This design comes from an exercise in tuning for small area, a short achievable clock period and few clock cycles on the open sky130 flow, not from production work. The RTL of this run was laid out without a check of its function. Power figures rest on the tool's default switching activity, not on a simulated workload.

==> design.v <==
module mult_accelerator (
	input clk,
	output read_n,
	output write_n,
	output chipselect,
	input waitrequest,
	output [31:0] address,
	output [1:0] byteenable,
	input readdatavalid,
	input [15:0] readdata,
	output [15:0] writedata,
	input reset_n
);
assign byteenable = 2'b11;
assign chipselect = 1'b1;
localparam [15:0] PIX1 = 16'd1,     W1 = 16'd50,    R1 = 16'd39250,
                  PIX2 = 16'd39450, W2 = 16'd39463, R2 = 16'd49463;
localparam [5:0] PEND1 = PIX1[5:0] + 6'd49, PEND2 = PIX2[5:0] + 6'd13;
localparam [9:0] REND1 = R1[9:0] + 10'd200, REND2 = R2[9:0] + 10'd200;
localparam [13:0] OFS1 = -14'sd6272, OFS2 = -14'sd1600;
localparam [2:0] S_POLL = 3'd0, S_RUN = 3'd1, S_END = 3'd2, S_WR = 3'd3,
                 S_FL0 = 3'd4, S_FLAG = 3'd5;
reg [2:0]  state;
reg        layer2;       
reg        cmd;          
reg        ph;           
reg [1:0]  s;            
reg [5:0]  pa;           
reg [9:0]  ra;           
reg [15:0] wptr;         
reg [15:0] aq;           
reg        rd, wr;       
reg [1:0]  t1, t2;       
reg [15:0] pix;          
reg [1:0]  q;            
reg [4:0]  y01, y23;     
reg        yv;           
reg        cy;           
reg [5:0]  acc_lo;
reg [7:0]  acc_hi;
assign read_n = !rd;
assign write_n = !wr;
assign address = {2'b11, 13'd0, aq, 1'b0};
assign writedata = {{2{acc_hi[7]}}, acc_hi, acc_lo};
wire adv = !(rd || wr) || !waitrequest;
wire [9:0] phi = layer2 ? PIX2[15:6] : PIX1[15:6];
wire [5:0] plo = layer2 ? PIX2[5:0] : PIX1[5:0];
wire row_end = (pa == (layer2 ? PEND2 : PEND1)) && (s == (layer2 ? 2'd1 : 2'd3));
wire last_r  = (ra == (layer2 ? REND2 : REND1));
wire acc_done = (t1 != 2'b10) && (t2 != 2'b10) && !yv;
wire row_first = (state == S_RUN) && !ph && (s == 2'd0) && (pa == plo + 6'd1);
always @(posedge clk) begin
	if (!reset_n) begin
		state <= S_POLL;
		rd <= 1'b0;
		wr <= 1'b0;
	end else if (state == S_POLL && cmd) begin
		state <= S_RUN;
		rd <= 1'b1;
		aq <= {phi, plo};
	end else if (adv) begin
		case (state)
			S_POLL: begin
				rd <= 1'b1;
				aq <= 16'd0;
			end
			S_RUN: begin
				if (ph || s != 2'd3)
					aq <= wptr;
				if (!ph && row_end) begin
					state <= S_END;
					aq <= {phi, plo};
				end else if (!ph && s == 2'd3)
					aq <= {phi, pa};
			end
			S_END: begin
				rd <= 1'b0;
				if (acc_done) begin
					state <= S_WR;
					aq <= {layer2 ? R2[15:10] : R1[15:10], ra};
					wr <= 1'b1;
				end
			end
			S_WR: begin
				wr <= 1'b0;
				if (last_r)
					state <= S_FL0;
				else begin
					state <= S_RUN;
					aq <= wptr;
					rd <= 1'b1;
				end
			end
			S_FL0: begin
				state <= S_FLAG;
				aq <= 16'd0;
				wr <= 1'b1;
			end
			default: begin
				state <= S_POLL;
				wr <= 1'b0;
			end
		endcase
	end
end
always @(posedge clk) begin
	if (!reset_n)
		cmd <= 1'b0;
	else
		cmd <= (state == S_POLL) && !cmd && readdatavalid &&
		       (&readdata[15:2]) && (readdata[1] ^ readdata[0]);
end
always @(posedge clk) begin
	if (!reset_n) begin
		t1 <= 2'b00;
		t2 <= 2'b00;
	end else begin
		t2 <= t1;
		t1 <= (!waitrequest && rd && (state == S_RUN || state == S_END)) ? {!ph, ph} : 2'b00;
	end
end
always @(posedge clk) begin
	if (state == S_POLL) begin
		if (readdatavalid && !cmd)
			layer2 <= readdata[0];
		ph <= 1'b1;
		s <= 2'd0;
		pa <= plo + 6'd1;
		ra <= layer2 ? R2[9:0] : R1[9:0];
		wptr <= layer2 ? W2 : W1;
	end else if (adv) begin
		if ((state == S_RUN && (ph || (s != 2'd3 && !row_end))) ||
		    (state == S_WR && !last_r))
			wptr <= wptr + 16'd1;
		if (state == S_RUN) begin
			if (ph)
				ph <= 1'b0;
			else begin
				s <= row_end ? 2'd0 : s + 2'd1;
				if (row_end) begin
					ph <= 1'b1;
					pa <= plo + 6'd1;
				end else if (s == 2'd3) begin
					ph <= 1'b1;
					pa <= pa + 6'd1;
				end
			end
		end
		if (state == S_END) begin
			ph <= 1'b0;
			if (acc_done)
				ra <= ra + 10'd1;
		end
	end
end
wire arr_pix = t2[0];
wire arr_wt  = t2[1];
reg [3:0] g;
always @(*)
	case (q)
		2'd0: g = pix[15:12];
		2'd1: g = pix[11:8];
		2'd2: g = pix[7:4];
		default: g = pix[3:0];
	endcase
wire [3:0] o0 = g[0] ? {~readdata[3],  readdata[2:0]}   : 4'd8;
wire [3:0] o1 = g[1] ? {~readdata[7],  readdata[6:4]}   : 4'd8;
wire [3:0] o2 = g[2] ? {~readdata[11], readdata[10:8]}  : 4'd8;
wire [3:0] o3 = g[3] ? {~readdata[15], readdata[14:12]} : 4'd8;
wire [6:0] lo_sum = acc_lo + y01 + y23;
always @(posedge clk) begin
	if (arr_pix)
		pix <= readdata;
	if (arr_pix)
		q <= 2'd0;
	else if (arr_wt)
		q <= q + 2'd1;
	y01 <= arr_wt ? o0 + o1 : 5'd0;
	y23 <= arr_wt ? o2 + o3 : 5'd0;
	yv <= arr_wt;
	if (row_first || state == S_FL0) begin
		acc_lo <= {6{state == S_FL0}};
		acc_hi <= (state == S_FL0) ? 8'hFF : (layer2 ? OFS2[13:6] : OFS1[13:6]);
		cy <= 1'b0;
	end else begin
		acc_lo <= lo_sum[5:0];
		acc_hi <= acc_hi + cy;
		cy <= lo_sum[6];
	end
end
endmodule
==> flow/run.sh <==
#!/bin/bash
# Standard layout, with plain buffers on the ports.
set -e
echo 'export BUFFER_PORTS_ARGS = -buffer_cell sky130_fd_sc_hd__buf_2' >> config.mk
bash standard.sh > standard.log 2>&1
==> standard.sh <==
#!/bin/bash
# synth_recipe.tcl (not shown) runs the flow's synth.tcl, then flattens the netlist and writes it again
# the make line also repeats each setting of config.mk as NAME=value (left out here)
make -C /OpenROAD-flow-scripts/flow DESIGN_CONFIG=/design/flow/config.mk WORK_HOME=/design/flow/orfs CLKGATE_MAP_FILE= SYNTH_SCRIPT=/design/flow/synth_recipe.tcl "${@:-finish}"
==> config.mk <==
export PLATFORM = sky130hd
export DESIGN_NAME = mult_accelerator
export DESIGN_NICKNAME = mult_accelerator
export VERILOG_FILES = /design/flow/design.v
export SDC_FILE = /design/flow/constraint.sdc
export NUM_CORES = 4
export LEC_CHECK = 0
export CAP_MARGIN = 20
export CORE_MARGIN = 2
export CORE_UTILIZATION = 65
export CTS_BUF_LIST = sky130_fd_sc_hd__clkbuf_8
export PLACE_DENSITY = 0.75
export SETUP_SLACK_MARGIN = 3.6
export SLEW_MARGIN = 20
export BUFFER_PORTS_ARGS = -buffer_cell sky130_fd_sc_hd__buf_2
==> constraint.sdc <==
create_clock -name core_clock -period 6.0 [get_ports {clk}]
set_input_delay 1.2000 -clock core_clock [delete_from_list [all_inputs] [get_ports {clk}]]
set_output_delay 1.2000 -clock core_clock [all_outputs]
set_load 0.01 [all_outputs]
==> summary.txt <==
[flip-flops by register name, indices dropped and copies added, names as in the netlist, 2 cells and up]
register / flops
aq: 16
pix: 16
wptr: 16
acc_lo: 6
t2: 2
q: 2
s: 2
state: 3
y23: 5
pa: 6
ra: 10
acc_hi: 8
y01: 5
t1: 2
[metrics by stage]
stage                     power, mW  utilization, %  hold WS, ps  setup slack (ps)
after floorplan               0.864               -          398              3650
after global placement        0.881            70.3          437              3410
after detailed placement      0.883            70.3          446              3350
after CTS                      1.33            73.0          469              3600
after global routing           1.37            74.6          495              3510
final                          1.33            74.6          473              3680
[power by group through the flow]
stage | clock (mW) | combinational [mW] | sequential [mW]
3_5_place_dp | 0 | 0.0690 | 0.814
3_3_place_gp | 0 | 0.0675 | 0.814
5_1_grt | 0.493 | 0.0801 | 0.799
2_1_floorplan | 0 | 0.0509 | 0.813
6_report | 0.459 | 0.0724 | 0.797
4_1_cts | 0.466 | 0.0700 | 0.798
[area by class of cell]
| type | instances | area [µm²] |
|---|---|---|
| Fill cell | 628 | 2220 |
| Inverter | 32 | 123 |
| Multi-Input combinational cell | 417 | 2930 |
| Timing Repair Buffer | 61 | 325 |
| Clock buffer | 9 | 124 |
| Sequential cell | 106 | 2780 |
| Tap cell | 108 | 135 |
| Clock inverter | 7 | 81.3 |
[synthesized netlist by cell type (5+ instances only)]
| cell type | count |
|---|---|
| sky130_fd_sc_hd__a21oi_1 | 28 |
| sky130_fd_sc_hd__and2_1 | 18 |
| sky130_fd_sc_hd__and3_1 | 14 |
| sky130_fd_sc_hd__buf_4 | 21 |
| sky130_fd_sc_hd__clkbuf_1 | 16 |
| sky130_fd_sc_hd__dfxtp_1 | 41 |
| sky130_fd_sc_hd__edfxtp_1 | 65 |
| sky130_fd_sc_hd__fa_1 | 8 |
| sky130_fd_sc_hd__ha_1 | 24 |
| sky130_fd_sc_hd__inv_1 | 30 |
| sky130_fd_sc_hd__mux2i_1 | 11 |
| sky130_fd_sc_hd__nand2_1 | 50 |
| sky130_fd_sc_hd__nand3_1 | 24 |
| sky130_fd_sc_hd__nand4_1 | 8 |
| sky130_fd_sc_hd__nor2_1 | 37 |
| sky130_fd_sc_hd__nor2b_1 | 10 |
| sky130_fd_sc_hd__nor3_1 | 8 |
| sky130_fd_sc_hd__nor4_1 | 6 |
| sky130_fd_sc_hd__o21a_1 | 10 |
| sky130_fd_sc_hd__o21ai_0 | 33 |
| sky130_fd_sc_hd__or2_2 | 5 |
| sky130_fd_sc_hd__xnor2_1 | 19 |
| sky130_fd_sc_hd__xor2_1 | 22 |
[cell families after synthesis]
group,count (synthesis),synth area share [%]
and+or+nand+nor,203,18.0
adders and majority gates,32,7.87
AOI/OAI and AO/OA,109,12.0
muxes,13,2.31
DFF,106,47.4
buffers and inverters,73,6.07
xor gates and xnor gates,41,6.14
other,2,0.128
[critical path, cell delays in order (launching register included)]
cell	delay, ps
sky130_fd_sc_hd__edfxtp_1	520
sky130_fd_sc_hd__nand4b_1	560
sky130_fd_sc_hd__nor4_4	430
sky130_fd_sc_hd__o22ai_4	180
sky130_fd_sc_hd__a221o_1	400
[timing repair]
action,4_1_cts,5_1_grt
gates resized for setup,6,29
buffers inserted,1,2
hold buffers,0,0
pin swaps,3,11
cloned,0,0
setup endpoints to repair,45,71
[worst paths after layout]
check | end | slack, ps | cells after the start
worst max-delay path | aq[5] | 3680 | 4
worst min register to register | t2[0] | 470 | 1
worst max register to register | aq[5] | 3680 | 4
worst min-delay path | t2[0] | 470 | 1
[layer usage]
| layer | GRT usage (%) | share of wire [%] | vias up |
|---|---|---|---|
| li1 | - | - | 2129 |
| met1 | 38.9 | 48 | 2035 |
| met2 | 36.9 | 45 | 159 |
| met3 | 4.96 | 6.6 | 13 |
| met4 | 7.17 | 0.93 | 0 |
| met5 | 0 | 0 | - |
==> summary.txt <==
STATUS
------------------------------------------------------------------------------------------
Status                                                                        finished clean

TIMING
------------------------------------------------------------------------------------------
Tcrit/Tclk final                                                                     38.7%
Endpoints failing hold                                                                   0
Pin slew with the least headroom to its limit                                       717 ps
Minimum clock period after layout                                                  2320 ps
Largest clock skew in the final design                                             15.2 ps
Fin Setup TNS                                                                         0 ps
Highest clock rate                                                               0.431 GHz
Number of pins exceeding their max-slew limit in the final report                        0
Unrepaired setup endpoints after global routing                                        yes
Worst rel slew slack                                                                 51.9%
Final setup violation count                                                              0

FINISH
------------------------------------------------------------------------------------------
Layout-stage area growth over the synthesis result                                   11.2%
Number of cells in the finished layout apart from fillers                              740
Most used cells in the layout excluding fill and tap cells                    sky130_fd_sc_hd__edfxtp_1 (65), sky130_fd_sc_hd__buf_2 (53), sky130_fd_sc_hd__nand2_1 (49)
Share of layout cells above drive strength 1                                         18.0%
Net total in the final layout                                                          679
Most common cell after layout, fill and taps aside                            sky130_fd_sc_hd__edfxtp_1
Inserted Diodes                                                                          0
Layout Cell Area excl Fill                                                        6500 µm²

YOSYS
------------------------------------------------------------------------------------------
Post-Synthesis Mean Instance Area                                                 10.1 µm²
Cell type with the highest aggregate area in the netlist                      sky130_fd_sc_hd__edfxtp_1
Share of async-settable or async-resettable flops after synthesis                       0%
Synth unique cells                                                                      60
Netlist area before placement                                                     5850 µm²
Sequential cell area fraction in the yosys report                                    47.4%
Synthesized flop and latch total                                                       106
Area share of the largest cell type after synthesis                                  33.4%
Cells after Synth                                                                      579
Number of enable flip-flop cells after synthesis                                        65
Syn. warnings                                                                            1
Top area cells in the synthesized netlist                                     sky130_fd_sc_hd__edfxtp_1 (33%), sky130_fd_sc_hd__dfxtp_1 (14%), sky130_fd_sc_hd__ha_1 (5.1%), sky130_fd_sc_hd__xor2_1 (3.3%), sky130_fd_sc_hd__nand2_1 (3.2%)
Main synth FF type                                                            sky130_fd_sc_hd__edfxtp_1

GRT
------------------------------------------------------------------------------------------
Congestion Overflow GR                                                                   0
Initial antenna violation count                                                          0
Global-route wire length before repair                                            19800 µm
Aggregate global-route resource usage                                                25.4%
Maximum number of pins on one net before global-route repair                            30
Vias in the first global route                                                        3976

POWER
------------------------------------------------------------------------------------------
Clock share of power                                                                 34.5%
Fraction of power spent switching nets                                               23.8%
Part of the power in combinational logic                                              5.4%
Peak supply drop                                                                  0.144 mV
Seq pwr share                                                                        60.0%
Total internal power                                                               1.01 mW
Switch Pwr                                                                        0.316 mW
Total power per unit cell area                                                  204 nW/µm²
Total leakage power                                                                2.68 nW

DRT
------------------------------------------------------------------------------------------
Vias                                                                                  4336
1st-iter DRT viols                                                                     262
Total iterations of the first detailed-routing run                                       5
WL per Instance                                                                    16.5 µm
Wirelength, routed                                                                12200 µm
Post-DR vias/cell                                                                     5.86
DRC viols                                                                                0
Number of antenna-violating nets in the routed design                                    0

FLOORPLANNING
------------------------------------------------------------------------------------------
IO Count                                                                                73
Die boundary width                                                                 98.9 µm
Initial Utilization                                                                  67.1%
Die height                                                                         98.9 µm
Area of the die                                                                   9780 µm²
Area of the placeable core                                                        8720 µm²
Count of standard-cell rows                                                             34

CRITICAL PATH
------------------------------------------------------------------------------------------
Required time at the endpoint of the critical path                                 6130 ps
Worst setup path category                                                       reg -> reg
Nature of the critical path endpoint                                                  flop
Setup crit start                                                                     pa[3]
Largest fanout on the critical path                                                      9
Arrival time reported for the critical path endpoint                               2450 ps
Launching element type of the critical path                                           flop
Startpoint of the lowest-slack register-to-register path                             pa[3]

CLOCKING
------------------------------------------------------------------------------------------
Cell chosen for the clock root                                                sky130_fd_sc_hd__clkbuf_8
Number of CTS-inserted buffers                                                           9
Clock tree from TritonCTS                                                            built
# clock sinks                                                                          106
Maximum clock path buffer count                                                          2
H-tree lvl count                                                                         3
Clock latency of the later-clocked register in the worst-skew pair                  380 ps
Clock edge transition at the registers on the reported setup and hold paths         110 ps

PLACED DESIGN
------------------------------------------------------------------------------------------
Count of buffers from port buffering                                                    53
# placed instances                                                                     721
Placed wire-length estimate                                                        8630 µm
Routability cong.                                                                    0.927
Instance area after placement                                                     6130 µm²

WORST HOLD PATH
------------------------------------------------------------------------------------------
HP Class                                                                        reg -> reg
Hold Crit Start                                                                      t1[0]

JOB
------------------------------------------------------------------------------------------
Number of max-cap violations                                                             0

==> port drivers added, routing unchanged <==
No port has a modelled driver above. Below, the same layout with a new extraction and two added sets of constraints. Step 1 (the two cells are an assumption about what drives the block):
set clk [get_ports {clk}]
set_driving_cell -lib_cell sky130_fd_sc_hd__clkbuf_16 $clk
set_driving_cell -lib_cell sky130_fd_sc_hd__buf_2 [delete_from_list [all_inputs] $clk]
Step 2, shift: input delay + t, output delay - t, t = (earliest + latest rising clock arrival at the registers) / 2. This alone moves slack from input paths to output paths. Three values: no drivers, after step 1, after step 2; two values: the first two.
shift t [ns]: 0.400
setup WS [ns]: 3.678 / 3.678 / 3.338
latest minus earliest clock arrival (ns): 0.015 / 0.016
slew at the worst register clock pin (ns): 0.11 / 0.11
worst data-port slew with drivers (ns): 0.03
After both steps setup and hold are still met in this run. For this run, drivers alone change the setup slack by 0.000 ns; drivers and shift together by -0.340 ns.
